Context: an optimization exercise on an open-source flow, tuned for small area and a short achievable clock period. The choices shown serve that exercise and are no tape-out recipe. At most, simulation tests tie the RTL to the original design; equivalence was not proved. Function not checked in runs 6 to 8: the RTL went through the layout flow alone. No activity file was given, so power comes from the tool's default toggle rates.

$ cat flow/config.mk
export PLATFORM = sky130hd
export DESIGN_NAME = timer_top
export DESIGN_NICKNAME = timer_top
export VERILOG_FILES = /design/flow/design.v
export SDC_FILE = /design/flow/constraint.sdc
export NUM_CORES = 4
export LEC_CHECK = 0
export CAP_MARGIN = 20
export CORE_MARGIN = 2
export CORE_UTILIZATION = 60
export CTS_BUF_LIST = sky130_fd_sc_hd__clkbuf_8
export SETUP_SLACK_MARGIN = 2.45
export SLEW_MARGIN = 20
$ cat flow/constraint.sdc
create_clock -name core_clock -period 5.0 [get_ports {sys_clk}]
set_input_delay 1.0000 -clock core_clock [delete_from_list [all_inputs] [get_ports {sys_clk}]]
set_output_delay 1.0000 -clock core_clock [all_outputs]
set_load 0.01 [all_outputs]
$ cat flow/design.v
module timer_top
( input wire sys_clk,
  input wire sys_rst_n,
  input wire tim_pwrite,
  input wire tim_psel,
  input wire tim_penable,
  input wire [11:0] tim_paddr,
  input wire [31:0] tim_pwdata,
  input wire [3:0] tim_pstrb,
  input wire dbg_mode,
  output wire [31:0] tim_prdata,
  output wire tim_int,
  output wire tim_pready,
  output wire tim_pslverr
);
reg wait_state;
wire acc = tim_psel & tim_penable;
always @(posedge sys_clk)
  wait_state <= acc;
assign tim_pready = acc & wait_state;
reg [7:0] sel;
wire a_ok = (tim_paddr[11:5] == 7'd0) & (tim_paddr[1:0] == 2'd0);
always @(posedge sys_clk)
  sel <= {8{a_ok}} & (8'd1 << tim_paddr[4:2]);
wire s_tcr   = sel[0];
wire s_tdr0  = sel[1];
wire s_tdr1  = sel[2];
wire s_tcmp0 = sel[3];
wire s_tcmp1 = sel[4];
wire s_tier  = sel[5];
wire s_tisr  = sel[6];
wire s_thcsr = sel[7];
reg wr;
always @(posedge sys_clk or negedge sys_rst_n)
  if (!sys_rst_n) wr <= 1'b0;
  else            wr <= tim_psel & ~tim_pready & tim_pwrite;
wire [3:0] st = tim_pstrb;
wire [31:0] wd = tim_pwdata;
reg        timer_en, div_en, halt_req, int_en, int_st, timer_en_pre;
reg  [3:0] div_val;
reg  [7:0] p;
wire halt_ack = halt_req & dbg_mode;
wire err_cond = (timer_en & st[0] & (wd[1] != div_en)) |
                (timer_en & st[1] & (wd[11:8] != div_val)) |
                (st[1] & (wd[11:8] > 4'd8));
reg err_q;
always @(posedge sys_clk)
  err_q <= err_cond;
wire wr_tcr = wr & s_tcr & ~err_q;
assign tim_pslverr = err_q & s_tcr & wr;
always @(posedge sys_clk or negedge sys_rst_n) begin
  if (!sys_rst_n) begin
    timer_en <= 1'b0;
    div_en   <= 1'b0;
    div_val  <= 4'd1;
    halt_req <= 1'b0;
    int_en   <= 1'b0;
  end else begin
    if (wr_tcr & st[0]) begin
      timer_en <= wd[0];
      div_en   <= wd[1];
    end
    if (wr_tcr & st[1]) div_val <= wd[11:8];
    if (wr & s_tier & st[0])  int_en   <= wd[0];
    if (wr & s_thcsr & st[0]) halt_req <= wd[0];
  end
end
reg init;
always @(posedge sys_clk or negedge sys_rst_n)
  if (!sys_rst_n) init <= 1'b0;
  else            init <= 1'b1;
wire [31:0] wd_c = wd | {32{~init}};
reg [63:0] tcmp;
genvar b;
generate for (b = 0; b < 4; b = b + 1) begin : g_tcmp
  always @(posedge sys_clk) begin
    if (~init | (wr & s_tcmp0 & st[b])) tcmp[8*b+7:8*b]     <= wd_c[8*b+7:8*b];
    if (~init | (wr & s_tcmp1 & st[b])) tcmp[8*b+39:8*b+32] <= wd_c[8*b+7:8*b];
  end
end endgenerate
function [7:0] lim;
  input [3:0] d;
  case (d)
    4'd1: lim = 8'd1;
    4'd2: lim = 8'd3;
    4'd3: lim = 8'd7;
    4'd4: lim = 8'd15;
    4'd5: lim = 8'd31;
    4'd6: lim = 8'd63;
    4'd7: lim = 8'd127;
    4'd8: lim = 8'd255;
    default: lim = 8'd0;
  endcase
endfunction
reg ph;
wire p_rst = ~timer_en | ~div_en | ph;
wire [7:0] p_inc;
assign p_inc[0] = ~p[0];
genvar i;
generate for (i = 1; i < 8; i = i + 1) begin : g_pinc
  assign p_inc[i] = p[i] ^ (&p[i-1:0]);
end endgenerate
wire wen_dv = wr_tcr & st[1];
wire ph_nxt = halt_ack ? (wen_dv ? (p == lim(wd[11:8])) : ph)
            : p_rst    ? (lim(wen_dv ? wd[11:8] : div_val) == 8'd0)
            :            (p_inc == lim(div_val));
always @(posedge sys_clk) begin
  if (!halt_ack) p <= p_rst ? 8'd0 : p_inc;
  ph <= ph_nxt;
end
wire       te_nxt = (wr_tcr & st[0]) ? wd[0]    : timer_en;
wire       de_nxt = (wr_tcr & st[0]) ? wd[1]    : div_en;
wire [3:0] dv_nxt = (wr_tcr & st[1]) ? wd[11:8] : div_val;
reg tick0;
always @(posedge sys_clk or negedge sys_rst_n)
  if (!sys_rst_n) tick0 <= 1'b0;
  else            tick0 <= te_nxt & (~de_nxt | (dv_nxt == 4'd0));
wire cnt_en = ~halt_ack & (tick0 | (timer_en & ph));
always @(posedge sys_clk)
  timer_en_pre <= timer_en;
wire cnt_clr = timer_en_pre & ~timer_en;
wire wr_tdr0 = wr & s_tdr0;
wire wr_tdr1 = wr & s_tdr1;
wire inc = cnt_en & ~wr_tdr0 & ~wr_tdr1;
reg cnt_v;
always @(posedge sys_clk or negedge sys_rst_n)
  if (!sys_rst_n) cnt_v <= 1'b0;
  else            cnt_v <= ~cnt_clr;
reg [63:0] cnt_q;
wire [63:0] cnt = cnt_q & {64{cnt_v}};
wire [15:0] g4;
wire [15:0] gp;    
generate for (i = 0; i < 16; i = i + 1) begin : g_grp
  assign g4[i] = &cnt_q[4*i+3:4*i];
  if (i == 0) begin : g0
    assign gp[i] = 1'b1;
  end else begin : gn
    assign gp[i] = &g4[i-1:0];
  end
end endgenerate
wire [63:0] tog;
generate for (i = 0; i < 64; i = i + 1) begin : g_tog
  if (i % 4 == 0) begin : j0
    assign tog[i] = inc & gp[i/4];
  end else begin : jn
    assign tog[i] = inc & gp[i/4] & (&cnt_q[i-1:(i/4)*4]);
  end
end endgenerate
wire [63:0] cnt_inc = cnt_v ? (cnt_q ^ tog) : {63'd0, inc};
generate for (b = 0; b < 4; b = b + 1) begin : g_cnt
  always @(posedge sys_clk) begin
    cnt_q[8*b+7:8*b]     <= (wr_tdr0 & st[b]) ? wd[8*b+7:8*b] : cnt_inc[8*b+7:8*b];
    cnt_q[8*b+39:8*b+32] <= (wr_tdr1 & st[b]) ? wd[8*b+7:8*b] : cnt_inc[8*b+39:8*b+32];
  end
end endgenerate
wire int_set = init & (cnt_v ? (cnt_q == tcmp) : (tcmp == 64'd0));
wire int_clr_req = wr & s_tisr & st[0] & wd[0];
always @(posedge sys_clk or negedge sys_rst_n)
  if (!sys_rst_n) int_st <= 1'b0;
  else            int_st <= int_st ? ~int_clr_req : int_set;
assign tim_int = int_en & int_st;
reg rs_tdr0, rs_tdr1;
always @(posedge sys_clk) begin
  rs_tdr0 <= a_ok & (tim_paddr[4:2] == 3'd1) & ~cnt_clr;
  rs_tdr1 <= a_ok & (tim_paddr[4:2] == 3'd2) & ~cnt_clr;
end
assign tim_prdata =
    ({32{s_tcr}}   & {20'b0, div_val, 6'b0, div_en, timer_en}) |
    ({32{rs_tdr0}} & cnt_q[31:0]) |
    ({32{rs_tdr1}} & cnt_q[63:32]) |
    ({32{s_tcmp0}} & tcmp[31:0]) |
    ({32{s_tcmp1}} & tcmp[63:32]) |
    ({32{s_tier}}  & {31'b0, int_en}) |
    ({32{s_tisr}}  & {31'b0, int_st}) |
    ({32{s_thcsr}} & {30'b0, halt_ack, halt_req});
endmodule
$ cat flow/flow/run.sh
#!/bin/bash
# Layout: the standard flow's synthesis script with its own ABC mapping script, then
# the standard flow for the remaining steps, with plain buffers on the
# ports. Each tool's output goes to a log file here.
set -euo pipefail
HERE=$(pwd)
export OWN_ABC_SCRIPT=$HERE/flow/abc_map.script
make -C $FLOW_HOME DESIGN_CONFIG=$FLOW_CONFIG WORK_HOME=$HERE/orfs CLKGATE_MAP_FILE= \
  SYNTH_SCRIPT=$HERE/flow/synth_own.tcl synth > $HERE/synth.log 2>&1
bash standard.sh "BUFFER_PORTS_ARGS=-buffer_cell sky130_fd_sc_hd__buf_2" finish > $HERE/standard.log 2>&1
$ cat flow/flow/abc_map.script
&get -n
&st
&dch -f
&nf
&put
topo
$ cat flow/flow/synth_own.tcl
# synth_recipe.tcl, with ABC's cell mapping run by flow/abc_map.script (a
# delay-oriented mapping on choices from a full dch, without ABC's
# restructuring and buffering) and without the slow a222oi cell; the layout
# flow buffers and sizes.
proc synth {args} { yosys synth -nofsm -noshare {*}$args }
proc abc {args} {
  set i [lsearch -exact $args -script]
  if {$i >= 0} { lset args [expr {$i + 1}] $::env(OWN_ABC_SCRIPT) }
  lappend args -dont_use sky130_fd_sc_hd__a222oi_1
  yosys abc {*}$args
}
source $::env(SCRIPTS_DIR)/synth.tcl
# left out here: clear keep_hierarchy, flatten, clean up, hide names made inside functions, write 1_2_yosys.v
$ cat flow/standard.sh
#!/bin/bash
# synth_recipe.tcl (not shown) runs the flow's synth.tcl, then flattens the netlist and writes it again
# the make line also repeats each setting of config.mk as NAME=value (left out here)
make -C /OpenROAD-flow-scripts/flow DESIGN_CONFIG=/design/flow/config.mk WORK_HOME=/design/flow/orfs CLKGATE_MAP_FILE= SYNTH_SCRIPT=/design/flow/synth_recipe.tcl "${@:-finish}"
==> results of run 1 <==
## area by class of cell
class / count / area [um2] / share of cell area, %
Clock buffer: 19 / 262 / 2.62
Clock inverter: 13 / 149 / 1.49
Inverter: 12 / 45.0 / 0.452
Multi-Input combinational cell: 653 / 4570 / 45.8
Sequential cell: 163 / 4090 / 41.0
Tap cell: 180 / 225 / 2.26
Timing Repair Buffer: 109 / 633 / 6.35
## final timing paths
kind	endpoint	slack, ps	cells after the start
worst min register to register	int_en	520	1
worst min-delay path	cnt_v	410	1
max in group asynchronous	div_val[0]	4290	1
min in group core_clock	int_en	520	1
worst max-delay path	tim_prdata[1]	2330	5
worst max register to register	cnt_q[10]	2510	6
## cells by family after synthesis
logic type	after synthesis	share of synthesized area (%)
AND/OR/NAND/NOR	332	20.7
AO/OA/AOI/OAI	191	16.2
flip-flops	163	48.0
XOR/XNOR	103	10.8
adder cells (fa/ha/maj)	17	2.51
buffers and inverters	12	0.532
multiplexers	9	1.18
other	1	0.0443
## critical path, delay by kind of cell, from the launching register on
family,cells,cell delay (ps)
AO/OA/AOI/OAI,2,430
flip-flops,1,370
buffers and inverters,2,280
AND/OR/NAND/NOR,1,120
## layout by cell type (no fill, tap or decap), types with 16 or more instances in the layout
master     n
nor2_1    26
and3_1    19
buf_2     88
xnor2_1   72
dfxtp_1   65
o31ai_1   18
nand3_1   26
a22o_1    23
buf_4     16
xor2_1    30
o21ai_0   31
clkbuf_8  19
ha_1      16
nand2_1   93
nand2b_1  41
a22oi_1   48
nand4_1   37
edfxtp_1  73
a21oi_1   18
nor4_1    27
## sequential cells by signal, summed over array words and instances, names as in the netlist, 4 cells and up
| signal | flops |
|---|---|
| cnt_q | 64 |
| div_val | 4 |
| p | 8 |
| sel | 8 |
| tcmp | 64 |
## power groups by stage
| stage | logic [uW] | clock network [uW] | registers, uW |
|---|---|---|---|
| after global placement | 103 | 0 | 1460 |
| after global routing | 122 | 1050 | 1430 |
| after detailed placement | 107 | 0 | 1460 |
| final | 114 | 987 | 1430 |
| after CTS | 112 | 996 | 1430 |
| after floorplan | 46.0 | 0 | 1460 |
## metal layers
layer | global-route usage (%) | routed length (um) | vias to the layer above
met3 | 5.81 | 1890 | 96
li1 | - | - | 3444
met5 | 0 | 0 | -
met4 | 15.9 | 1190 | 0
met1 | 41.8 | 9870 | 3711
met2 | 58.6 | 12500 | 433
## metrics by stage
stage	setup slack [ps]	instance area [um2]	utilization [%]	total power (uW)	hold slack [ps]
2_1_floorplan	2360	8530	-	1510	461
3_3_place_gp	1870	9230	66.8	1570	498
3_5_place_dp	1770	9230	66.8	1570	501
4_1_cts	2350	9860	71.3	2540	395
5_1_grt	2270	9970	72.1	2600	415
6_report	2330	9970	72.1	2530	412
## repair_timing
item / in CTS / in global routing
hold buffers: 0 / 0
pin swaps: 9 / 2
resized for setup: 34 / 24
endpoints found under the setup margin: 74 / 47
gates cloned: 0 / 0
setup buffers: 13 / 3
==> metrics.yaml, run 1 <==
dp_hpwl_mm: 18.0
drtIter0Drc: 746
viasPerCell: 6.69
ant_nets: 0
clockRootBuffer: "clkbuf_8"
holdCritPathClass: "input port to async pin"
crit_arrival_ps: 1670
r2r-start: "wr"
htree_levels: 4
tightest_slew_ps: 735
async_reset_ff_share_pct: 7.98
area_growth_pct: 17.7
clkPwrFrac_pct: 39.0
syn_nets: 899
initial_core_util_pct: 61.2
routedWlPerCell_um: 22.1
synth_edf_count: 73
pwr-share-comb_pct: 4.5
hold_violations: 0
netlist_top_cells_count: "nand2_1 (93), dfxtp_1 (77), edfxtp_1 (73)"
synth_top_cell_by_area: "edfxtp_1"
power_density_nw_per_um2: 254
overflow: 0
swShare_pct: 23.8
seq_power_share_pct: 56.6
ioPinCount: 89
numCtsBuffers: 17
seq_area_frac_synth_pct: 48.0
rsz0062_at_grt: "yes"
synth_cell_types: 50
cts.path.max_buffers: 2
dieArea_um2: 15100
drive_gt1_share_pct: 19.6
skew_ps: 9.71
cts_tree: "done"
status: "timing/DRC/antenna clean"
end_kind: "output port"
first_global_vias: 7316
switching_power_uw: 604
die_h_um: 123
maxSlewViolCount: 0
synth_top_area_share_pct: 25.9
critical_path_class: "register to output port"
io_buffer_count: 88
relSlewSlack_pct: 51.0
fillers: 1016
layoutNonFillerInstCount: 1149
core_area_um2: 13800
drc: 0
syn_area_per_cell_um2: 10.2
final_net_count: 1027
cp_max_fo: 3
routed_wl_mm: 25.4
synth-seq-cells: 163
maxCapViolations: 0
final.setup.tns_ps: 0
critPathLaunchType: "register"
rows: 43
crit_start: "rs_tdr0"
slowest_delay_ps: 370
fin_crit_sh_pct: 53.4
final.min_clock_period_ps: 2670
placedCellCount: 1101
synthesis.area_um2: 8470
grt_start_max_net_pins: 42
die_w_um: 123
gp_congestion: 1.00
clk_pin_slew_ps: 90
grt_usage_pct: 34.2
clock_latency_ps: 470
drt_pre_antenna_iters: 5
p_leak_uw: 0.00382
yosys_warnings: 1
synth.area.top_cells: "edfxtp_1 (26%), dfxtp_1 (18%), xnor2_1 (7.4%), a22oi_1 (5.6%), nand2_1 (4.1%)"
finalSetupViolations: 0
syn_inst: 828
critPathSlowestCell: "dfxtp_4"
yosysMostFrequentCell: "nand2_1"
ys.flop_type: "dfxtp_1"
vias: 7684
grt_pass1_wl_mm: 38.8
p_int_uw: 1930
n_antenna_cell: 0
clock-sinks: 163
fmax_ghz: 0.375
required_ps: 4000
antenna_found_initial: 0
crit_chain: "buf_12 > a22o_1 > a221oi_2 > nand3_1 > buf_2"
vdd.ir_drop.worst_mv: 0.248
==> run 2, diff against run 1 <==
--- a/flow/config.mk
+++ b/flow/config.mk
@@ -10,4 +10,4 @@
 export CORE_UTILIZATION = 60
 export CTS_BUF_LIST = sky130_fd_sc_hd__clkbuf_8
-export SETUP_SLACK_MARGIN = 2.45
+export SETUP_SLACK_MARGIN = 2.3
 export SLEW_MARGIN = 20
==> metrics.yaml, run 2 <==
required_ps: 4000
drt_pre_antenna_iters: 7
seq_area_frac_synth_pct: 48.0
top_regs: "cnt_q: 64 flops, tcmp: 64 flops"
syn_nets: 899
cts_tree: "done"
area_growth_pct: 16.5
ys.flop_type: "dfxtp_1"
maxSlewViolCount: 0
synth_top_area_share_pct: 25.9
crit_arrival_ps: 1630
synth-xor-area-share_pct: 10.8
synth.area.top_cells: "edfxtp_1 (26%), dfxtp_1 (18%), xnor2_1 (7.4%), a22oi_1 (5.6%), nand2_1 (4.1%)"
vias: 7642
async_reset_ff_share_pct: 7.98
finalSetupViolations: 0
drive_gt1_share_pct: 17.3
clk_pin_slew_ps: 90
critical_path_class: "register to output port"
io_buffer_count: 88
synthesis.area_um2: 8470
maxCapViolations: 0
antenna_found_initial: 0
power_density_nw_per_um2: 258
final.min_clock_period_ps: 2630
final_common_cell: "nand2_1"
drtIter0Drc: 864
n_antenna_cell: 0
dp_hpwl_mm: 17.5
hold_violations: 0
status: "timing/DRC/antenna clean"
routed_wl_mm: 25.2
synth_top_cell_by_area: "edfxtp_1"
die_w_um: 123
gp_congestion: 0.966
vdd.ir_drop.worst_mv: 0.303
synth_edf_count: 73
final_net_count: 1023
core_area_um2: 13800
holdCritPathClass: "input port to async pin"
viasPerCell: 6.67
synth-seq-cells: 163
die_h_um: 123
skew_ps: 10.3
end_kind: "output port"
first_global_vias: 7230
clock_latency_ps: 460
drc: 0
grt_usage_pct: 33.3
r2r-start: "wr"
dieArea_um2: 15100
final.setup.tns_ps: 0
netlist_top_cells_count: "nand2_1 (93), dfxtp_1 (77), edfxtp_1 (73)"
fin_util_pct: 71.3
yosysMostFrequentCell: "nand2_1"
clock-sinks: 163
synth_cell_types: 50
finalPower_uw: 2540
synthAdderAreaFrac_pct: 2.51
pre_cts_ws_ps: 1600
tightest_slew_ps: 848
synthMuxAreaShare_pct: 1.18
fin_crit_sh_pct: 52.7
p_leak_uw: 0.00378
htree_levels: 4
numCtsBuffers: 17
overflow: 0
fmax_ghz: 0.380
syn_inst: 828
crit_start: "sel[4]"
cp_max_fo: 18
grt_start_max_net_pins: 42
initial_core_util_pct: 61.2
fin_ws_ps: 2370
rows: 43
ant_nets: 0
critPathLaunchType: "register"
yosys_warnings: 1
hold_buffers: 0
synth_top_family_by_area: "simple AND/OR/NAND/NOR gates"
routedWlPerCell_um: 22.0
ioPinCount: 89
relSlewSlack_pct: 43.5
synthSimpleGateAreaFrac_pct: 20.7
rsz0062_at_grt: "no"
syn_area_per_cell_um2: 10.2
clockRootBuffer: "clkbuf_8"
synth_compound_area_share_pct: 16.2
cts.path.max_buffers: 2
layout_common_cells: "nand2_1 (93), buf_2 (88), edfxtp_1 (73)"
grt_pass1_wl_mm: 38.1
[run 2: final cells by class]
cell class                      instances  area [um2]
Clock buffer                           17         234
Inverter                               12        45.0
Multi-Input combinational cell        653        4480
Clock inverter                         15         164
Tap cell                              180         225
Sequential cell                       163        4090
Fill cell                            1037        3970
Timing Repair Buffer                  105         631
[run 2: worst paths after layout]
| kind | to | slack, ps | cells past startpoint |
|---|---|---|---|
| worst max-delay path | tim_prdata[0] | 2370 | 5 |
| worst min register to register | int_en | 530 | 1 |
| min in group core_clock | int_en | 530 | 1 |
| worst max register to register | cnt_q[20] | 2380 | 7 |
| max in group asynchronous | div_val[0] | 4300 | 1 |
| worst min-delay path | int_en | 410 | 1 |
[run 2: power by group]
| part | leakage [uW] | total [uW] | internal (uW) | switching, uW |
|---|---|---|---|---|
| logic | 0.00214 | 110 | 40.9 | 69.4 |
| registers | 0.00144 | 1430 | 1410 | 21.4 |
| clock network | 0.000206 | 996 | 489 | 507 |
| total | 0.00378 | 2540 | 1940 | 598 |
[run 2: metal layers]
metal	wire length (um)	global-route usage, %
met5	0	0
met1	9740	40.6
met3	1990	6.37
met2	12600	58.3
met4	918	12.8
[run 2: timing repair]
action | CTS | global route
endpoints found under the hold margin | 0 | 0
pin swaps | 2 | 8
resized for setup | 18 | 24
cloned | 1 | 1
endpoints found under the setup margin | 38 | 34
buffers inserted | 3 | 7
[run 2: worst max-delay path, cell delays in order, from the launching register on]
cell      delay (ps)
dfxtp_4          360
buf_12           150
a22o_1           210
a221oi_1         200
nand3_1          100
buf_2            150
[run 2: per-stage QoR]
| stage | instances | hold slack (ps) | area (um2) |
|---|---|---|---|
| 2_1_floorplan | 828 | 461 | 8490 |
| 3_3_place_gp | 1101 | 498 | 9200 |
| 3_5_place_dp | 1101 | 508 | 9200 |
| 4_1_cts | 1137 | 406 | 9720 |
| 5_1_grt | 1145 | 418 | 9860 |
| 6_report | 1145 | 412 | 9860 |
[run 2: kinds of logic (layout without fill, tap and decap cells)]
| logic type | after synthesis | after routing |
|---|---|---|
| DFF | 163 | 163 |
| xor gates and xnor gates | 103 | 103 |
| adders and majority gates | 17 | 17 |
| buffers and inverters | 12 | 149 |
| and+or+nand+nor | 332 | 332 |
| other | 1 | 1 |
| AOI/OAI and AO/OA | 191 | 191 |
| muxes | 9 | 9 |
==> run 3, diff against run 2 <==
--- a/flow/config.mk
+++ b/flow/config.mk
@@ -10,4 +10,4 @@
 export CORE_UTILIZATION = 60
 export CTS_BUF_LIST = sky130_fd_sc_hd__clkbuf_8
-export SETUP_SLACK_MARGIN = 2.3
+export SETUP_SLACK_MARGIN = 2.4
 export SLEW_MARGIN = 20
==> metrics.yaml, run 3 <==
final.setup.tns_ps: 0
holdCritPathClass: "input port to async pin"
synth_top_cell_by_area: "edfxtp_1"
p_int_uw: 1960
syn_area_per_cell_um2: 10.2
slowest_delay_ps: 370
cp_max_fo: 3
finalSetupViolations: 0
layout_common_cells: "nand2_1 (93), buf_2 (88), edfxtp_1 (73)"
viasPerCell: 6.71
fin_crit_sh_pct: 52.5
clk_pin_slew_ps: 90
required_ps: 4000
end_kind: "output port"
core_area_um2: 13800
htree_levels: 4
ys.flop_type: "dfxtp_1"
grt_start_max_net_pins: 42
rows: 43
critical_path_class: "register to output port"
seq_area_frac_synth_pct: 48.0
netlist_top_cells_count: "nand2_1 (93), dfxtp_1 (77), edfxtp_1 (73)"
cts.path.max_buffers: 2
fillers: 1039
yosys_warnings: 1
top_regs: "cnt_q: 64 flops, tcmp: 64 flops"
clock_latency_ps: 480
worst-path-buf-inv: 2
routed_wl_mm: 25.8
initial_core_util_pct: 61.2
rsz0062_at_grt: "yes"
gp_congestion: 0.973
ant_nets: 0
n_antenna_cell: 0
final_net_count: 1024
cp_top_family: "compound AO/OA/AOI/OAI gates"
syn_inst: 828
die_h_um: 123
yosysMostFrequentCell: "nand2_1"
ioPinCount: 89
pwr-share-comb_pct: 4.4
fin_util_pct: 71.7
drtIter0Drc: 1011
drt_pre_antenna_iters: 6
syn_nets: 899
drc: 0
switching_power_uw: 605
skew_ps: 13.2
hold_ws_ps: 407
maxSlewViolCount: 0
clkPwrFrac_pct: 39.8
synthesis.area_um2: 8470
clock-sinks: 163
dp_hpwl_mm: 18.0
hold_buffers: 0
area_growth_pct: 17.1
drive_gt1_share_pct: 18.0
antenna_found_initial: 0
cts_tree: "done"
final_common_cell: "nand2_1"
vias: 7686
die_w_um: 123
synth.area.top_cells: "edfxtp_1 (26%), dfxtp_1 (18%), xnor2_1 (7.4%), a22oi_1 (5.6%), nand2_1 (4.1%)"
io_buffer_count: 88
fmax_ghz: 0.381
dieArea_um2: 15100
maxCapViolations: 0
grt_usage_pct: 33.8
numCtsBuffers: 17
crit_start: "rs_tdr0"
multi_input_area_um2: 4510
tightest_slew_ps: 728
final.min_clock_period_ps: 2620
grt_pass1_wl_mm: 38.4
seq_power_share_pct: 55.8
synth-seq-cells: 163
synth_edf_count: 73
crit_chain: "buf_12 > a22o_1 > a221oi_2 > nand3_1 > buf_2"
vdd.ir_drop.worst_mv: 0.217
synth_top_area_share_pct: 25.9
critPathSlowestCell: "dfxtp_4"
synth_cell_types: 50
r2r-start: "p[0]"
routedWlPerCell_um: 22.5
power_density_nw_per_um2: 258
seqCellArea_um2: 4100
crit_arrival_ps: 1620
overflow: 0
status: "timing/DRC/antenna clean"
clockRootBuffer: "clkbuf_8"
async_reset_ff_share_pct: 7.98
relSlewSlack_pct: 51.4
p_leak_uw: 0.00381
first_global_vias: 7250
critPathLaunchType: "register"
hold_violations: 0
swShare_pct: 23.6
-- run 3: cell counts after synthesis --
No cell type changed its count.
-- run 3: routing by layer --
layer / global-route usage (%) / share of wire [%]
met3: 6.88 / 8.2
met1: 42.1 / 39
met5: 0 / 0
met2: 57.4 / 49
met4: 13.4 / 3.6
-- run 3: what timing repair did --
item                       CTS  global route
setup endpoints to repair   68            35
setup buffers                7             7
resized for setup           22            23
pin swaps                    3            12
-- run 3: power by group through the flow --
| stage | logic [uW] | clock network (uW) | registers (uW) |
|---|---|---|---|
| after floorplan | 46.0 | 0 | 1460 |
| after global placement | 103 | 0 | 1460 |
| after detailed placement | 108 | 0 | 1460 |
| after CTS | 109 | 1010 | 1430 |
| after global routing | 122 | 1070 | 1430 |
| final | 114 | 1020 | 1430 |
-- run 3: path summary, 6_finish.rpt --
path / endpoint / slack (ps) / cells past startpoint
min reg2reg: cnt_v / 520 / 2
min: wr / 410 / 1
max in group asynchronous: div_val[0] / 4290 / 1
max: tim_prdata[1] / 2380 / 5
min in group core_clock: cnt_v / 520 / 2
max reg2reg: ph / 2450 / 9
-- run 3: layout make-up --
type	count	area share, %
flip-flops and latches	163	41.3
multi-input cells	653	45.5
clock inverters	14	1.63
inverters	12	0.454
well taps	180	2.27
repair buffers	106	6.37
clock buffers	18	2.50
-- run 3: worst reg2reg max path, delay by kind of cell, from the launching register on --
kind,cells,cell delay (ps)
XOR/XNOR,1,280
flip-flops,1,480
AO/OA/AOI/OAI,3,640
adder cells (fa/ha/maj),2,460
AND/OR/NAND/NOR,3,550
-- run 3: cell families (layout without fill, tap and decap cells) --
kind of cell | Yosys count | in the layout | share of synthesized area [%]
adder cells (fa/ha/maj) | 17 | 17 | 2.51
XOR/XNOR | 103 | 103 | 10.8
other | 1 | 1 | 0.0443
AND/OR/NAND/NOR | 332 | 332 | 20.7
buffers and inverters | 12 | 150 | 0.532
AO/OA/AOI/OAI | 191 | 191 | 16.2
multiplexers | 9 | 9 | 1.18
flip-flops | 163 | 163 | 48.0
-- run 3: metrics by stage --
| stage | total power (uW) | area [um2] | setup slack, ps | std cells |
|---|---|---|---|---|
| after floorplan | 1510 | 8510 | 2360 | 828 |
| after global placement | 1570 | 9210 | 1860 | 1100 |
| after detailed placement | 1570 | 9210 | 1800 | 1100 |
| after CTS | 2560 | 9760 | 2350 | 1139 |
| after global routing | 2620 | 9920 | 2210 | 1146 |
| final | 2560 | 9920 | 2380 | 1146 |
==> run 4, diff against run 3 <==
--- a/flow/config.mk
+++ b/flow/config.mk
@@ -8,5 +8,5 @@
 export CAP_MARGIN = 20
 export CORE_MARGIN = 2
-export CORE_UTILIZATION = 60
+export CORE_UTILIZATION = 70
 export CTS_BUF_LIST = sky130_fd_sc_hd__clkbuf_8
 export SETUP_SLACK_MARGIN = 2.4
==> metrics.yaml, run 4 <==
ioPinCount: 89
synth_top_cell_by_area: "edfxtp_1"
synthesis.area_um2: 8470
worstRegToRegCells: 9
seq_area_frac_synth_pct: 48.0
syn_nets: 899
finalSetupViolations: 0
r2r_setup_slack_ps: 2310
layout_common_cells: "nand2_1 (93), buf_2 (88), edfxtp_1 (73)"
grtUsageMet2_pct: 69.6
numCtsBuffers: 17
cp_max_fo: 4
first_global_vias: 7532
seqCellArea_um2: 4100
drt_pre_antenna_iters: 5
fin_ws_ps: 2300
top_usage_layer: "met2"
pre_cts_ws_ps: 1770
critPathLaunchType: "register"
vdd.ir_drop.worst_mv: 0.240
r2r-start: "p[0]"
fillers: 698
synth_cell_types: 50
skew_ps: 13.2
vias: 7928
maxCapViolations: 0
yosys_warnings: 1
grt_usage_pct: 40.2
cts.path.max_buffers: 2
p_leak_uw: 0.00382
clock-sinks: 163
viasPerCell: 7.10
io_buffer_count: 88
critical_path_class: "register to output port"
r2r-end: "ph"
rows: 40
fin_util_pct: 83.4
synth_edf_count: 73
relSlewSlack_pct: 48.0
dieArea_um2: 13000
crit_arrival_ps: 1700
tightest_slew_ps: 781
final.setup.tns_ps: 0
multi_input_area_um2: 4550
synth_top_area_share_pct: 25.9
drive_gt1_share_pct: 19.3
end_kind: "output port"
die_h_um: 114
fin_crit_sh_pct: 53.9
top_regs: "cnt_q: 64 flops, tcmp: 64 flops"
design_area_um2: 9930
syn_area_per_cell_um2: 10.2
drtIter0Drc: 1203
die_w_um: 114
routedWlPerCell_um: 23.6
rsz0062_at_grt: "yes"
overflow: 0
clockRootBuffer: "clkbuf_8"
required_ps: 4000
ant_nets: 0
placed_area_um2: 9180
core_area_um2: 11900
maxSlewViolCount: 0
hold_violations: 0
n_antenna_cell: 0
yosysMostFrequentCell: "nand2_1"
power_density_nw_per_um2: 254
gp_congestion: 0.948
ys.flop_type: "dfxtp_1"
met1_usage_pct: 48.3
final.min_clock_period_ps: 2700
dp_hpwl_mm: 17.9
clock_latency_ps: 490
synth-seq-cells: 163
holdCritPathClass: "input port to async pin"
routed_wl_mm: 26.4
antenna_found_initial: 0
drc: 0
grt_pass1_wl_mm: 39.8
final_net_count: 1028
use_met3_pct: 8.66
cts_tree: "done"
htree_levels: 4
initial_core_util_pct: 71.1
syn_inst: 828
netlist_top_cells_count: "nand2_1 (93), dfxtp_1 (77), edfxtp_1 (73)"
hold_ws_ps: 391
synth.area.top_cells: "edfxtp_1 (26%), dfxtp_1 (18%), xnor2_1 (7.4%), a22oi_1 (5.6%), nand2_1 (4.1%)"
grt_start_max_net_pins: 37
clk_pin_slew_ps: 90
final_common_cell: "nand2_1"
status: "timing/DRC/antenna clean"
area_growth_pct: 17.3
async_reset_ff_share_pct: 7.98
fmax_ghz: 0.371
run 4: cell counts after synthesis:
No cell type changed its count.
run 4: how the worst max path moves through the flow:
stage	startpoint	endpoint	slack, ps	depth (start not counted)
2_1_floorplan	dbg_mode	cnt_q[60]	2360	6
3_3_place_gp	dbg_mode	cnt_q[60]	1840	7
3_5_place_dp	dbg_mode	cnt_q[42]	1770	7
4_1_cts	rs_tdr0	tim_prdata[1]	2350	5
5_1_grt	cnt_q[8]	cnt_q[51]	2240	6
6_report	rs_tdr0	tim_prdata[1]	2300	5
run 4: cell families (layout without fill, tap and decap cells):
group	count (synthesis)	in the layout	synth area share (%)
AND/OR/NAND/NOR	332	332	20.7
multiplexers	9	9	1.18
other	1	1	0.0443
adder cells (fa/ha/maj)	17	17	2.51
AO/OA/AOI/OAI	191	191	16.2
flip-flops	163	163	48.0
XOR/XNOR	103	103	10.8
buffers and inverters	12	154	0.532
run 4: through the flow:
stage	power [uW]	cells
3_3_place_gp	1560	1068
2_1_floorplan	1510	828
3_5_place_dp	1570	1068
5_1_grt	2580	1117
6_report	2530	1117
4_1_cts	2510	1111
run 4: critical path, stage by stage (launching register included):
cell      delay, ps
dfxtp_4         360
buf_12          120
a22o_1          220
a221oi_2        230
nand3_1         120
buf_2           160
run 4: what timing repair did:
| action | in CTS | in global routing |
|---|---|---|
| gates resized for setup | 34 | 24 |
| buffers inserted | 10 | 6 |
| endpoints found under the setup margin | 70 | 39 |
| hold buffers | 0 | 0 |
| cloned | 1 | 0 |
| pin swaps | 4 | 6 |
run 4: final cells by class:
| class | count | share of cell area (%) |
|---|---|---|
| clock buffer | 19 | 2.63 |
| clock inverter | 13 | 1.35 |
| inverter | 12 | 0.454 |
| multi-input combinational | 653 | 45.8 |
| sequential | 163 | 41.2 |
| tap | 147 | 1.85 |
| timing repair buffer | 110 | 6.66 |
run 4: layer usage:
| metal | routed length [um] | vias up |
|---|---|---|
| met3 | 2490 | 129 |
| met4 | 1340 | 0 |
| li1 | - | 3448 |
| met2 | 12900 | 573 |
| met5 | 0 | - |
| met1 | 9610 | 3778 |
run 4: where the power goes:
part | leakage, uW | internal [uW] | total [uW] | switching, uW
registers | 0.00144 | 1410 | 1430 | 24.4
clock network | 0.000205 | 469 | 980 | 511
logic | 0.00218 | 41.9 | 113 | 71.1
total | 0.00382 | 1920 | 2530 | 606
==> run 5, diff against run 4 <==
--- a/flow/config.mk
+++ b/flow/config.mk
@@ -8,6 +8,6 @@
 export CAP_MARGIN = 20
 export CORE_MARGIN = 2
-export CORE_UTILIZATION = 70
+export CORE_UTILIZATION = 60
 export CTS_BUF_LIST = sky130_fd_sc_hd__clkbuf_8
-export SETUP_SLACK_MARGIN = 2.4
+export SETUP_SLACK_MARGIN = 2.35
 export SLEW_MARGIN = 20
==> metrics.yaml, run 5 <==
yosys_warnings: 1
hold_buffers: 0
fmax_ghz: 0.382
top_usage_layer: "met2"
numCtsBuffers: 17
grt_usage_pct: 35.1
io_buffer_count: 88
dp_hpwl_mm: 18.2
final.setup.tns_ps: 0
rsz0062_at_grt: "yes"
critical_path_class: "register to output port"
drt_pre_antenna_iters: 6
vdd.ir_drop.worst_mv: 0.249
synth-seq-cells: 163
overflow: 0
antenna_found_initial: 0
relSlewSlack_pct: 51.9
syn_nets: 899
placedCellCount: 1101
routedWlPerCell_um: 22.9
die_w_um: 123
hold_violations: 0
holdCritPathClass: "input port to async pin"
crit_chain: "buf_12 > a22o_1 > a221oi_2 > nand3_1 > buf_2"
end_kind: "output port"
dieArea_um2: 15100
grt_pass1_wl_mm: 40.2
fin_crit_sh_pct: 52.3
final_common_cell: "nand2_1"
viasPerCell: 6.66
use_met3_pct: 6.97
netlist_top_cells_count: "nand2_1 (93), dfxtp_1 (77), edfxtp_1 (73)"
finalSetupViolations: 0
seqCellArea_um2: 4090
synth_edf_count: 73
grtUsageMet2_pct: 59.8
syn_inst: 828
synth.area.top_cells: "edfxtp_1 (26%), dfxtp_1 (18%), xnor2_1 (7.4%), a22oi_1 (5.6%), nand2_1 (4.1%)"
cts_tree: "done"
critPathSlowestCell: "dfxtp_4"
synth_top_area_share_pct: 25.9
clock_latency_ps: 480
maxSlewViolCount: 0
synth_top_cell_by_area: "edfxtp_1"
top_regs: "cnt_q: 64 flops, tcmp: 64 flops"
ioPinCount: 89
initial_core_util_pct: 61.2
ant_nets: 0
gp_congestion: 0.979
first_global_vias: 7488
drive_gt1_share_pct: 17.3
async_reset_ff_share_pct: 7.98
maxCapViolations: 0
rows: 43
vias: 7628
final_net_count: 1023
required_ps: 4000
core_area_um2: 13800
grt_start_max_net_pins: 42
n_antenna_cell: 0
die_h_um: 123
tightest_slew_ps: 715
ys.flop_type: "dfxtp_1"
synth_cell_types: 50
htree_levels: 4
slowest_delay_ps: 370
power_density_nw_per_um2: 257
cp_max_fo: 4
p_leak_uw: 0.00377
layoutNonFillerInstCount: 1145
clock-sinks: 163
area_growth_pct: 16.5
clk_pin_slew_ps: 80
seq_area_frac_synth_pct: 48.0
final.min_clock_period_ps: 2620
skew_ps: 13.5
clockRootBuffer: "clkbuf_8"
met1_usage_pct: 42.8
multi_input_area_um2: 4480
status: "timing/DRC/antenna clean"
synthesis.area_um2: 8470
syn_area_per_cell_um2: 10.2
yosysMostFrequentCell: "nand2_1"
cts.path.max_buffers: 2
crit_arrival_ps: 1620
fillers: 1052
drtIter0Drc: 800
routed_wl_mm: 26.2
layout_common_cells: "nand2_1 (93), buf_2 (88), edfxtp_1 (73)"
critPathLaunchType: "register"
drc: 0
run 5: area by class of cell:
cell class	instances	share of cell area, %
inverters	12	0.457
clock inverters	15	1.67
well taps	180	2.28
repair buffers	105	6.33
flip-flops and latches	163	41.5
clock buffers	17	2.37
multi-input cells	653	45.4
run 5: final timing paths:
path	start	end	slack, ps	cells after the start
max in group asynchronous	sys_rst_n	div_val[0]	4300	1
min in group core_clock	int_en	int_en	530	1
hold / removal	sys_rst_n	int_st	410	1
setup reg to reg	cnt_q[34]	cnt_q[56]	2410	6
setup / recovery	rs_tdr0	tim_prdata[1]	2380	5
hold reg to reg	int_en	int_en	530	1
run 5: kinds of logic after synthesis:
logic type | Yosys count | share of synthesized area (%)
other | 1 | 0.0443
AO/OA/AOI/OAI | 191 | 16.2
XOR/XNOR | 103 | 10.8
AND/OR/NAND/NOR | 332 | 20.7
flip-flops | 163 | 48.0
adder cells (fa/ha/maj) | 17 | 2.51
buffers and inverters | 12 | 0.532
multiplexers | 9 | 1.18
run 5: what timing repair did:
item	in CTS	in global routing
resized for setup	18	22
endpoints found under the setup margin	66	51
buffers inserted	6	5
pin swaps	2	9
gates cloned	1	0
run 5: power by group:
part           leakage [uW]  switching, uW  internal (uW)
Sequential          0.00144           21.6           1410
Clock              0.000191            506            487
Combinational       0.00214           71.9           41.8
Total               0.00377            599           1940
run 5: critical path, delay by kind of cell, from the launching register on:
| kind | cells | cell delay (ps) |
|---|---|---|
| compound gates | 2 | 400 |
| flops | 1 | 370 |
| buf+inv | 2 | 280 |
| simple gates | 1 | 110 |
run 5: routing by layer:
layer  part of all wire (%)  routed length [um]
met5                      0                   0
met3                    7.9                2060
met2                     49               12900
met1                     39               10200
met4                    3.8                1000
run 5: per-stage QoR:
step / area (um2) / hold WS, ps / total power [uW] / util (%) / worst slack, ps
2_1_floorplan: 8510 / 461 / 1510 / - / 2360
3_3_place_gp: 9220 / 502 / 1570 / 66.7 / 1880
3_5_place_dp: 9220 / 512 / 1570 / 66.7 / 1760
4_1_cts: 9760 / 404 / 2540 / 70.6 / 2340
5_1_grt: 9860 / 421 / 2600 / 71.3 / 2320
6_report: 9860 / 405 / 2540 / 71.3 / 2380
==> run 6, diff against run 5 <==
--- a/flow/design.v
+++ b/flow/design.v
@@ -93,4 +93,18 @@
   endcase
 endfunction
+function [7:0] lim_m1;
+  input [3:0] d;
+  case (d)
+    4'd1: lim_m1 = 8'd0;
+    4'd2: lim_m1 = 8'd2;
+    4'd3: lim_m1 = 8'd6;
+    4'd4: lim_m1 = 8'd14;
+    4'd5: lim_m1 = 8'd30;
+    4'd6: lim_m1 = 8'd62;
+    4'd7: lim_m1 = 8'd126;
+    4'd8: lim_m1 = 8'd254;
+    default: lim_m1 = 8'd255;
+  endcase
+endfunction
 reg ph;
 wire p_rst = ~timer_en | ~div_en | ph;
@@ -104,5 +118,5 @@
 wire ph_nxt = halt_ack ? (wen_dv ? (p == lim(wd[11:8])) : ph)
             : p_rst    ? (lim(wen_dv ? wd[11:8] : div_val) == 8'd0)
-            :            (p_inc == lim(div_val));
+            :            (p == lim_m1(div_val));
 always @(posedge sys_clk) begin
   if (!halt_ack) p <= p_rst ? 8'd0 : p_inc;
@@ -160,8 +174,11 @@
   else            int_st <= int_st ? ~int_clr_req : int_set;
 assign tim_int = int_en & int_st;
-reg rs_tdr0, rs_tdr1;
+reg rs_tdr0, rs_tdr1, rs_tcmp0, rs_tcmp1, halt_q;
 always @(posedge sys_clk) begin
-  rs_tdr0 <= a_ok & (tim_paddr[4:2] == 3'd1) & ~cnt_clr;
-  rs_tdr1 <= a_ok & (tim_paddr[4:2] == 3'd2) & ~cnt_clr;
+  rs_tdr0  <= a_ok & (tim_paddr[4:2] == 3'd1) & ~tim_pwrite & ~cnt_clr;
+  rs_tdr1  <= a_ok & (tim_paddr[4:2] == 3'd2) & ~tim_pwrite & ~cnt_clr;
+  rs_tcmp0 <= a_ok & (tim_paddr[4:2] == 3'd3) & ~tim_pwrite;
+  rs_tcmp1 <= a_ok & (tim_paddr[4:2] == 3'd4) & ~tim_pwrite;
+  halt_q   <= a_ok & (tim_paddr[4:2] == 3'd7) & halt_req;
 end
 assign tim_prdata =
@@ -169,8 +186,9 @@
     ({32{rs_tdr0}} & cnt_q[31:0]) |
     ({32{rs_tdr1}} & cnt_q[63:32]) |
-    ({32{s_tcmp0}} & tcmp[31:0]) |
-    ({32{s_tcmp1}} & tcmp[63:32]) |
+    ({32{rs_tcmp0}} & tcmp[31:0]) |
+    ({32{rs_tcmp1}} & tcmp[63:32]) |
     ({32{s_tier}}  & {31'b0, int_en}) |
     ({32{s_tisr}}  & {31'b0, int_st}) |
-    ({32{s_thcsr}} & {30'b0, halt_ack, halt_req});
+    ({32{s_thcsr}} & {31'b0, halt_req}) |
+    {30'b0, halt_q & dbg_mode, 1'b0};
 endmodule
==> flow/flow/abc_map.script (replaced) <==
&get -n
&st
&dch
&nf
&st
&syn2
&if -g -K 6
&synch2
&nf
&st
&syn2
&if -g -K 6
&synch2
&nf
&st
&syn2
&if -g -K 6
&synch2
&nf
&st
&syn2
&if -g -K 6
&synch2
&nf
&st
&syn2
&if -g -K 6
&synch2
&nf
&put
topo
stime -c
upsize -c
dnsize -c
==> flow/flow/synth_own.tcl (replaced) <==
# synth_recipe.tcl, with ABC's cell mapping run by flow/abc_map.script (ORFS's
# speed script without ABC's own buffering) and without the slow a222oi
# cell; the layout flow buffers and sizes.
proc synth {args} { yosys synth -nofsm -noshare {*}$args }
proc abc {args} {
  set i [lsearch -exact $args -script]
  if {$i >= 0} { lset args [expr {$i + 1}] $::env(OWN_ABC_SCRIPT) }
  lappend args -dont_use sky130_fd_sc_hd__a222oi_1
  yosys abc {*}$args
}
source $::env(SCRIPTS_DIR)/synth.tcl
# left out here: clear keep_hierarchy, flatten, clean up, hide names made inside functions, write 1_2_yosys.v
--- a/flow/config.mk
+++ b/flow/config.mk
@@ -8,6 +8,6 @@
 export CAP_MARGIN = 20
 export CORE_MARGIN = 2
-export CORE_UTILIZATION = 60
+export CORE_UTILIZATION = 40
 export CTS_BUF_LIST = sky130_fd_sc_hd__clkbuf_8
-export SETUP_SLACK_MARGIN = 2.35
+export SETUP_SLACK_MARGIN = 2.4
 export SLEW_MARGIN = 20
==> metrics.yaml, run 6 <==
end_kind: "output port"
synthesis.area_um2: 9060
status: "timing/DRC/antenna clean"
grt_start_max_net_pins: 33
maxCapViolations: 0
core_area_um2: 22400
synth_cell_types: 57
synth.area.top_cells: "edfxtp_1 (24%), dfxtp_1 (18%), xnor2_1 (9.0%), nand2_1 (6.4%), a22oi_1 (5.6%)"
clock-sinks: 166
final_common_cell: "nand2_1"
cts.path.max_buffers: 2
top_regs: "cnt_q: 64 flops, tcmp: 64 flops"
critPathLaunchType: "register"
crit_arrival_ps: 1530
power_density_nw_per_um2: 255
syn_nets: 1016
dieArea_um2: 23900
ys.flop_type: "dfxtp_1"
clock_latency_ps: 480
numCtsBuffers: 17
fin_crit_sh_pct: 50.6
grt_usage_pct: 25.8
n_antenna_cell: 0
layout_common_cells: "nand2_1 (152), xnor2_1 (93), buf_2 (88)"
cp_top_family: "flip-flops"
final.setup.tns_ps: 0
final.min_clock_period_ps: 2530
initial_core_util_pct: 40.4
clk_pin_slew_ps: 90
synth-seq-cells: 166
area_growth_pct: 17.4
worstRegToRegCells: 7
vias: 8091
cts_tree: "done"
crit_chain: "buf_12 > a22oi_1 > nand2_1 > buf_2"
slowest_delay_ps: 410
ioPinCount: 89
antenna_found_initial: 0
fillers: 2215
routed_wl_mm: 30.2
seqCellArea_um2: 4140
critical_path_class: "register to output port"
hold_violations: 0
p_leak_uw: 0.00381
overflow: 0
die_w_um: 154
first_global_vias: 7910
viasPerCell: 5.92
critPathSlowestCell: "dfxtp_4"
skew_ps: 12.3
final_net_count: 1143
finalSetupViolations: 0
syn_area_per_cell_um2: 9.63
drtIter0Drc: 737
cp_max_fo: 8
rows: 55
htree_levels: 4
tightest_slew_ps: 816
gp_congestion: 0.961
relSlewSlack_pct: 45.6
multi_input_area_um2: 4950
pre_cts_ws_ps: 1950
required_ps: 4000
io_buffer_count: 88
yosysMostFrequentCell: "nand2_1"
drt_pre_antenna_iters: 7
vdd.ir_drop.worst_mv: 0.157
routedWlPerCell_um: 22.1
drive_gt1_share_pct: 16.0
fin_ws_ps: 2470
die_h_um: 154
cp.depth: 4
syn_inst: 941
synth_top_area_share_pct: 24.2
async_reset_ff_share_pct: 7.83
netlist_top_cells_count: "nand2_1 (154), xnor2_1 (93), dfxtp_1 (80)"
clockRootBuffer: "clkbuf_8"
drc: 0
dp_hpwl_mm: 21.8
holdCritPathClass: "input port to async pin"
synth_edf_count: 73
rsz0062_at_grt: "yes"
fmax_ghz: 0.395
worst-path-buf-inv: 2
synth_top_cell_by_area: "edfxtp_1"
maxSlewViolCount: 0
grt_pass1_wl_mm: 47.0
yosys_warnings: 1
ant_nets: 0
seq_area_frac_synth_pct: 45.5
r2r_setup_slack_ps: 2480
-- run 6: cell types whose count changed after synthesis, sizes merged, moves of 14 or more --
cell,previous run,this run
a21oi,18,4
o21ai,32,56
xnor2,72,93
nand2,93,154
nor4,30,44
a22o,23,0
-- run 6: worst reg2reg max path, delay by kind of cell (launching register included) --
| kind | cells | cell delay, ps |
|---|---|---|
| XOR/XNOR | 1 | 60 |
| AND/OR/NAND/NOR | 4 | 1510 |
| flip-flops | 1 | 480 |
| AO/OA/AOI/OAI | 1 | 180 |
| adder cells (fa/ha/maj) | 1 | 200 |
-- run 6: logic make-up (layout without fill, tap and decap cells) --
kind of cell    count (synthesis)  after routing  synth area share, %
compound gates                162            162                 11.9
buf+inv                        19            159                0.787
flops                         166            166                 45.5
simple gates                  429            429                 24.8
mux                            11             11                 1.30
fa+ha+maj                      21             21                 2.90
other cells                     1              1               0.0414
xor+xnor                      132            132                 12.8
-- run 6: timing repair --
| item | CTS | global route |
|---|---|---|
| pin swaps | 1 | 1 |
| gates cloned | 0 | 0 |
| hold buffers | 0 | 0 |
| buffers inserted | 10 | 7 |
| gates resized for setup | 11 | 14 |
| setup endpoints to repair | 48 | 41 |
| endpoints found under the hold margin | 0 | 0 |
-- run 6: cell type report --
| class | instances | area share [%] |
|---|---|---|
| multi-input cells | 756 | 46.6 |
| flip-flops and latches | 166 | 38.9 |
| clock buffers | 17 | 2.20 |
| inverters | 19 | 0.670 |
| well taps | 285 | 3.35 |
| repair buffers | 108 | 6.20 |
| clock inverters | 15 | 2.12 |
-- run 6: final timing paths --
kind | from | endpoint
hold / removal | sys_rst_n | wr
setup reg to reg | cnt_q[30] | cnt_q[53]
min in group core_clock | timer_en_pre | cnt_v
max in group asynchronous | sys_rst_n | div_val[0]
hold reg to reg | timer_en_pre | cnt_v
setup / recovery | rs_tdr0 | tim_prdata[7]
-- run 6: metrics by stage --
step	instances	utilization, %	hold WS, ps	instance area (um2)	total power, uW
2_1_floorplan	941	-	383	9070	1530
3_3_place_gp	1317	44.1	418	9900	1600
3_5_place_dp	1317	44.1	422	9900	1600
4_1_cts	1359	46.8	375	10500	2730
5_1_grt	1366	47.4	391	10600	2800
6_report	1366	47.4	395	10600	2720
-- run 6: per-layer routing --
metal	track usage (%)	share of wire [%]	wire length, um
met1	35.5	44	13200
met2	41.0	46	13900
met3	5.02	7.4	2250
met4	8.86	3.0	894
met5	0	0	0
-- run 6: power by group --
group	internal, uW	total (uW)	switching, uW
combinational	39.7	108	68.7
clock	599	1150	547
sequential	1440	1460	26.4
==> run 7, diff against run 6 <==
==> flow/flow/abc_map.script (replaced) <==
&get -n
&st
&dch -f
&nf
&put
topo
--- a/flow/flow/synth_own.tcl
+++ b/flow/flow/synth_own.tcl
@@ -1,5 +1,5 @@
-# synth_recipe.tcl, with ABC's cell mapping run by flow/abc_map.script (ORFS's
-# speed script without ABC's own buffering) and without the slow a222oi
-# cell; the layout flow buffers and sizes.
+# synth_recipe.tcl, with ABC's cell mapping run by flow/abc_map.script (a
+# delay-oriented mapping without ABC's restructuring and buffering) and
+# without the slow a222oi cell; the layout flow buffers and sizes.
 proc synth {args} { yosys synth -nofsm -noshare {*}$args }
 proc abc {args} {
--- a/flow/config.mk
+++ b/flow/config.mk
@@ -8,5 +8,5 @@
 export CAP_MARGIN = 20
 export CORE_MARGIN = 2
-export CORE_UTILIZATION = 40
+export CORE_UTILIZATION = 60
 export CTS_BUF_LIST = sky130_fd_sc_hd__clkbuf_8
 export SETUP_SLACK_MARGIN = 2.4
==> metrics.yaml, run 7 <==
synth-seq-cells: 166
htree_levels: 4
syn_nets: 934
grt_pass1_wl_mm: 43.0
ioPinCount: 89
io_buffer_count: 88
finalSetupViolations: 0
die_w_um: 124
overflow: 0
synth_edf_count: 73
syn_area_per_cell_um2: 10.1
relSlewSlack_pct: 49.2
fin_ws_ps: 2360
seq_area_frac_synth_pct: 47.4
area_growth_pct: 19.6
cts.path.max_buffers: 2
placedCellCount: 1136
rsz0062_at_grt: "yes"
hold_violations: 0
vias: 8118
rows: 44
critical_path_class: "register to output port"
synthesis.area_um2: 8700
layout_common_cells: "nand2_1 (91), buf_2 (87), dfxtp_1 (77)"
die_h_um: 124
clk_pin_slew_ps: 90
vdd.ir_drop.worst_mv: 0.202
core_area_um2: 14400
layoutNonFillerInstCount: 1191
maxCapViolations: 0
ys.flop_type: "dfxtp_1"
syn_inst: 859
final.min_clock_period_ps: 2640
ant_nets: 0
cp_max_fo: 6
synth_top_cell_by_area: "edfxtp_1"
fmax_ghz: 0.379
hold_buffers: 0
antenna_found_initial: 0
status: "timing/DRC/antenna clean"
first_global_vias: 7794
yosys_warnings: 1
synth.area.top_cells: "edfxtp_1 (25%), dfxtp_1 (18%), xnor2_1 (7.3%), a22oi_1 (5.4%), nand2_1 (3.9%)"
numCtsBuffers: 17
critPathLaunchType: "register"
synth_cell_types: 46
final.setup.tns_ps: 0
top_regs: "cnt_q: 64 flops, tcmp: 64 flops"
viasPerCell: 6.82
end_kind: "output port"
initial_core_util_pct: 60.6
worstRegToRegCells: 7
pre_cts_ws_ps: 1850
fin_crit_sh_pct: 52.7
power_density_nw_per_um2: 243
maxSlewViolCount: 0
cts_tree: "done"
grt_usage_pct: 35.5
drtIter0Drc: 1021
final_net_count: 1069
dieArea_um2: 15500
tightest_slew_ps: 755
required_ps: 4000
fin_util_pct: 72.4
dp_hpwl_mm: 19.2
async_reset_ff_share_pct: 7.83
p_leak_uw: 0.00391
skew_ps: 13.7
gp_congestion: 0.950
drive_gt1_share_pct: 19.4
n_antenna_cell: 0
clock-sinks: 166
routed_wl_mm: 28.1
synth_top_area_share_pct: 25.2
clock_latency_ps: 470
final_common_cell: "nand2_1"
drc: 0
grt_start_max_net_pins: 42
routedWlPerCell_um: 23.6
drt_pre_antenna_iters: 7
holdCritPathClass: "input port to async pin"
yosysMostFrequentCell: "nand2_1"
crit_arrival_ps: 1640
netlist_top_cells_count: "nand2_1 (91), dfxtp_1 (80), edfxtp_1 (73), xnor2_1 (73), a22oi_1 (63)"
hold_ws_ps: 407
clockRootBuffer: "clkbuf_8"
[run 7: cell types whose count changed after synthesis, sizes merged, moves of 10 or more]
| cell | before | now |
|---|---|---|
| xnor2 | 93 | 73 |
| nand2 | 154 | 91 |
| a21oi | 4 | 15 |
| xor2 | 39 | 28 |
| nand4 | 36 | 46 |
| a32o | 1 | 14 |
| o21ai | 56 | 31 |
| a22o | 0 | 19 |
[run 7: critical path, cell delays in order, from the launching register on]
cell and delay (ps):
dfxtp_4 390, buf_12 140, buf_4 170, a22oi_1 230, nand2_1 100, buf_2 150
[run 7: cells by family (layout without fill, tap and decap cells)]
logic type / count (synthesis) / count (layout) / share of synthesized area [%]
and+or+nand+nor: 361 / 362 / 22.1
other: 1 / 1 / 0.0431
xor gates and xnor gates: 101 / 101 / 10.2
AOI/OAI and AO/OA: 189 / 189 / 15.9
muxes: 7 / 7 / 0.906
buffers and inverters: 13 / 160 / 0.561
adders and majority gates: 21 / 21 / 3.02
DFF: 166 / 166 / 47.4
[run 7: timing repair]
item | 4_1_cts | 5_1_grt
pin swaps | 10 | 15
cloned | 3 | 1
buffers inserted | 12 | 7
endpoints found under the setup margin | 53 | 64
gates resized for setup | 29 | 30
[run 7: final timing paths]
check	startpoint	to	slack, ps
setup / recovery	rs_tdr1	tim_prdata[3]	2360
hold / removal	sys_rst_n	int_st	410
setup reg to reg	wr	cnt_q[20]	2430
hold reg to reg	timer_en	timer_en_pre	520
max in group asynchronous	sys_rst_n	div_val[0]	4300
min in group core_clock	timer_en	timer_en_pre	520
[run 7: power breakdown]
part           switching (uW)  internal, uW
clock network             527           425
registers                19.7          1440
logic                    74.0          43.1
total                     621          1900
[run 7: cell type report]
cell class	count	area, um2
clock buffer	19	262
inverter	13	53.8
timing repair buffer	115	795
sequential	166	4130
tap	184	230
multi-input combinational	681	4810
fill	1050	3970
clock inverter	13	121
[run 7: routing by layer]
metal / vias to the layer above / track usage [%] / share of wire, %
met1: 3919 / 45.1 / 39
met5: - / 0 / 0
met2: 498 / 57.7 / 48
met4: 0 / 16.8 / 4.9
li1: 3598 / - / -
met3: 103 / 8.16 / 8.4
[run 7: stage by stage]
step                      total power [uW]  cell area, um2
after detailed placement              1600            9480
after global routing                  2590           10400
final                                 2520           10400
after CTS                             2520           10200
after floorplan                       1530            8770
after global placement                1590            9480
==> run 8, diff against run 7 <==
==> flow/flow/abc_map.script (replaced) <==
&get -n
&st
&dch
&nf
&st
&syn2
&if -g -K 6
&synch2
&nf
&st
&syn2
&if -g -K 6
&synch2
&nf
&st
&syn2
&if -g -K 6
&synch2
&nf
&st
&syn2
&if -g -K 6
&synch2
&nf
&st
&syn2
&if -g -K 6
&synch2
&nf
&put
topo
stime -c
upsize -c
dnsize -c
==> flow/flow/synth_own.tcl (replaced) <==
# synth_recipe.tcl, with ABC's cell mapping run by flow/abc_map.script (ORFS's
# speed script without ABC's own buffering) and without the slow a222oi,
# or3 and or4 cells; the layout flow buffers and sizes.
proc synth {args} { yosys synth -nofsm -noshare {*}$args }
proc abc {args} {
  set i [lsearch -exact $args -script]
  if {$i >= 0} { lset args [expr {$i + 1}] $::env(OWN_ABC_SCRIPT) }
  foreach c {sky130_fd_sc_hd__a222oi_1 sky130_fd_sc_hd__or4_1 sky130_fd_sc_hd__or4_2 sky130_fd_sc_hd__or4_4 sky130_fd_sc_hd__or4b_1 sky130_fd_sc_hd__or4b_2 sky130_fd_sc_hd__or4b_4 sky130_fd_sc_hd__or4bb_1 sky130_fd_sc_hd__or4bb_2 sky130_fd_sc_hd__or4bb_4 sky130_fd_sc_hd__or3_1 sky130_fd_sc_hd__or3_2 sky130_fd_sc_hd__or3_4 sky130_fd_sc_hd__or3b_1 sky130_fd_sc_hd__or3b_2 sky130_fd_sc_hd__or3b_4} {
    lappend args -dont_use $c
  }
  yosys abc {*}$args
}
source $::env(SCRIPTS_DIR)/synth.tcl
# left out here: clear keep_hierarchy, flatten, clean up, hide names made inside functions, write 1_2_yosys.v
--- a/flow/config.mk
+++ b/flow/config.mk
@@ -8,5 +8,5 @@
 export CAP_MARGIN = 20
 export CORE_MARGIN = 2
-export CORE_UTILIZATION = 60
+export CORE_UTILIZATION = 40
 export CTS_BUF_LIST = sky130_fd_sc_hd__clkbuf_8
 export SETUP_SLACK_MARGIN = 2.4
==> metrics.yaml, run 8 <==
syn_nets: 1021
synth_edf_count: 73
synth-seq-cells: 166
viasPerCell: 5.90
clkPwrFrac_pct: 41.7
cts.path.max_buffers: 2
core_area_um2: 22500
swShare_pct: 22.8
worstRegToRegCells: 8
synth_top_cell_by_area: "edfxtp_1"
critPathSlowestCell: "nor3_1"
fmax_ghz: 0.389
die_w_um: 155
dp_hpwl_mm: 22.4
cts_tree: "done"
async_reset_ff_share_pct: 7.83
p_int_uw: 2080
critical_path_class: "input port to register"
netlist_top_cells_count: "nand2_1 (161), xnor2_1 (95), dfxtp_1 (80)"
drt_pre_antenna_iters: 5
initial_core_util_pct: 40.6
seq_area_frac_synth_pct: 45.1
ys.flop_type: "dfxtp_1"
routed_wl_mm: 30.0
critPathLaunchType: "input port"
synth.area.top_cells: "edfxtp_1 (24%), dfxtp_1 (18%), xnor2_1 (9.1%), nand2_1 (6.6%), a22oi_1 (5.5%)"
grt_usage_pct: 25.5
ioPinCount: 89
yosys_warnings: 1
clockRootBuffer: "clkbuf_8"
dieArea_um2: 24100
clock-sinks: 166
final_net_count: 1142
maxSlewViolCount: 0
rows: 55
switching_power_uw: 616
syn_area_per_cell_um2: 9.66
r2r-end: "cnt_q[52]"
layoutNonFillerInstCount: 1366
holdCritPathClass: "input port to async pin"
layout_common_cells: "nand2_1 (160), xnor2_1 (95), buf_2 (88)"
r2r-start: "cnt_q[10]"
slowest_delay_ps: 330
final_common_cell: "nand2_1"
hold_violations: 0
drtIter0Drc: 835
die_h_um: 155
p_leak_uw: 0.00380
first_global_vias: 7717
finalSetupViolations: 0
synth_top_area_share_pct: 24.0
drive_gt1_share_pct: 15.6
crit_arrival_ps: 2950
ant_nets: 0
cp_top_family: "simple AND/OR/NAND/NOR gates"
power_density_nw_per_um2: 255
routedWlPerCell_um: 22.0
syn_inst: 946
required_ps: 5380
crit_chain: "buf_2 > and2_2 > nor3_4 > buf_4 > nand4_1 > nor3_1 > and2_0 > ha_1 > xnor2_1 > o31ai_1"
clock_latency_ps: 470
r2r_setup_slack_ps: 2540
grt_start_max_net_pins: 42
worst-path-buf-inv: 2
relSlewSlack_pct: 52.5
synthesis.area_um2: 9130
fin_crit_sh_pct: 51.4
numCtsBuffers: 17
cp_max_fo: 7
area_growth_pct: 16.1
fin_util_pct: 47.1
drc: 0
maxCapViolations: 0
tightest_slew_ps: 707
overflow: 0
synth_cell_types: 59
end_kind: "register"
io_buffer_count: 88
top_regs: "cnt_q: 64 flops, tcmp: 64 flops"
skew_ps: 8.50
final.setup.tns_ps: 0
clk_pin_slew_ps: 90
yosysMostFrequentCell: "nand2_1"
htree_levels: 4
grt_pass1_wl_mm: 46.7
hold_buffers: 0
seq_power_share_pct: 54.1
rsz0062_at_grt: "yes"
antenna_found_initial: 0
vdd.ir_drop.worst_mv: 0.143
final.min_clock_period_ps: 2570
pwr-share-comb_pct: 4.1
placedCellCount: 1325
gp_congestion: 0.942
status: "timing/DRC/antenna clean"
vias: 8057
-- run 8: repair_timing --
item                                    CTS  global route
pin swaps                                 2             4
buffers inserted                          1             7
endpoints found under the setup margin   41            36
resized for setup                        13            14
-- run 8: cells by family (layout without fill, tap and decap cells) --
kind of cell	after synthesis	after routing	synth area share, %
and+or+nand+nor	438	438	25.7
DFF	166	166	45.1
AOI/OAI and AO/OA	162	162	11.9
xor gates and xnor gates	131	131	12.6
adders and majority gates	21	21	2.88
buffers and inverters	18	152	0.740
muxes	9	9	1.05
other	1	2	0.0411
-- run 8: worst max path at each step --
stage,start,to,slack [ps],cells after the start
3_3_place_gp,dbg_mode,cnt_q[52],1970,10
3_5_place_dp,dbg_mode,cnt_q[52],1860,10
4_1_cts,dbg_mode,cnt_q[53],2420,10
2_1_floorplan,dbg_mode,cnt_q[52],2400,9
6_report,dbg_mode,cnt_q[25],2430,10
5_1_grt,dbg_mode,cnt_q[53],2320,10
-- run 8: stage by stage --
stage | setup slack [ps] | total power, uW | hold slack, ps | area, um2
2_1_floorplan | 2400 | 1530 | 383 | 9140
3_3_place_gp | 1970 | 1600 | 426 | 9980
3_5_place_dp | 1860 | 1600 | 426 | 9980
4_1_cts | 2420 | 2710 | 411 | 10500
5_1_grt | 2320 | 2780 | 414 | 10600
6_report | 2430 | 2700 | 420 | 10600
-- run 8: power groups by stage --
stage | registers, uW | clock network (uW) | logic, uW
after global placement | 1490 | 0 | 109
final | 1460 | 1130 | 111
after detailed placement | 1490 | 0 | 110
after floorplan | 1480 | 0 | 45.9
after CTS | 1460 | 1140 | 111
after global routing | 1460 | 1190 | 122
-- run 8: worst register-to-register path, delay by kind of cell, from the launching register on --
family / cells / cell delay (ps)
simple gates: 6 / 1500
fa+ha+maj: 1 / 280
flops: 1 / 480
compound gates: 1 / 70
-- run 8: routing by layer --
layer / GRT usage (%) / up-vias / share of wire (%)
met4: 9.08 / 0 / 2.9
met5: 0 / - / 0
met2: 39.9 / 318 / 46
li1: - / 3765 / -
met3: 4.37 / 48 / 6.2
met1: 35.8 / 3926 / 45
-- run 8: area by class of cell --
type | instances | area, um2
Antenna cell | 1 | 2.50
Multi-Input combinational cell | 762 | 5020
Clock inverter | 14 | 208
Timing Repair Buffer | 102 | 582
Sequential cell | 166 | 4130
Fill cell | 2168 | 11900
Tap cell | 285 | 357
Clock buffer | 18 | 248
Inverter | 18 | 67.6

==> afterwards: timing with drivers on the ports <==
No port has a modelled driver above. Below, the same layouts with a new extraction and two added sets of constraints. Step 1 (the two cells are an assumption about what drives the block):
set clk [get_ports {sys_clk}]
set_driving_cell -lib_cell sky130_fd_sc_hd__clkbuf_16 $clk
set_driving_cell -lib_cell sky130_fd_sc_hd__buf_2 [delete_from_list [all_inputs] $clk]
Step 2 moves the port delays by t, midway between the first and last clock arrival at a register: inputs arrive t later, outputs are due t later. That takes back most of the time a late clock gives input paths. a / b / c = no drivers / after step 1 / after step 2; a / b = the first two.
run | t (ns) | setup slack, ns | worst setup path after step 2 | latest minus earliest clock arrival (ns) | worst register clock-pin slew, ns
run 1 | 0.499 | 2.331 / 2.293 / 2.047 | input to register | 0.009 / 0.010 | 0.09 / 0.09
run 2 | 0.497 | 2.366 / 2.326 / 1.945 | input to register | 0.014 / 0.015 | 0.09 / 0.09
run 3 | 0.510 | 2.377 / 2.341 / 1.985 | input to register | 0.013 / 0.014 | 0.09 / 0.09
run 4 | 0.516 | 2.304 / 2.267 / 1.869 | input to register | 0.013 / 0.014 | 0.09 / 0.09
run 5 | 0.506 | 2.385 / 2.349 / 2.023 | input to register | 0.015 / 0.015 | 0.09 / 0.09
run 6 | 0.514 | 2.470 / 2.429 / 2.017 | input to register | 0.012 / 0.013 | 0.10 / 0.10
run 7 | 0.502 | 2.364 / 2.325 / 1.929 | input to register | 0.013 / 0.013 | 0.10 / 0.10
run 8 | 0.510 | 2.428 / 2.418 / 1.944 | input to register | 0.008 / 0.009 | 0.09 / 0.09
After both steps setup and hold are still met in every run listed. For run 8, which loses most, drivers alone change the setup slack by -0.010 ns; drivers and shift together by -0.484 ns.
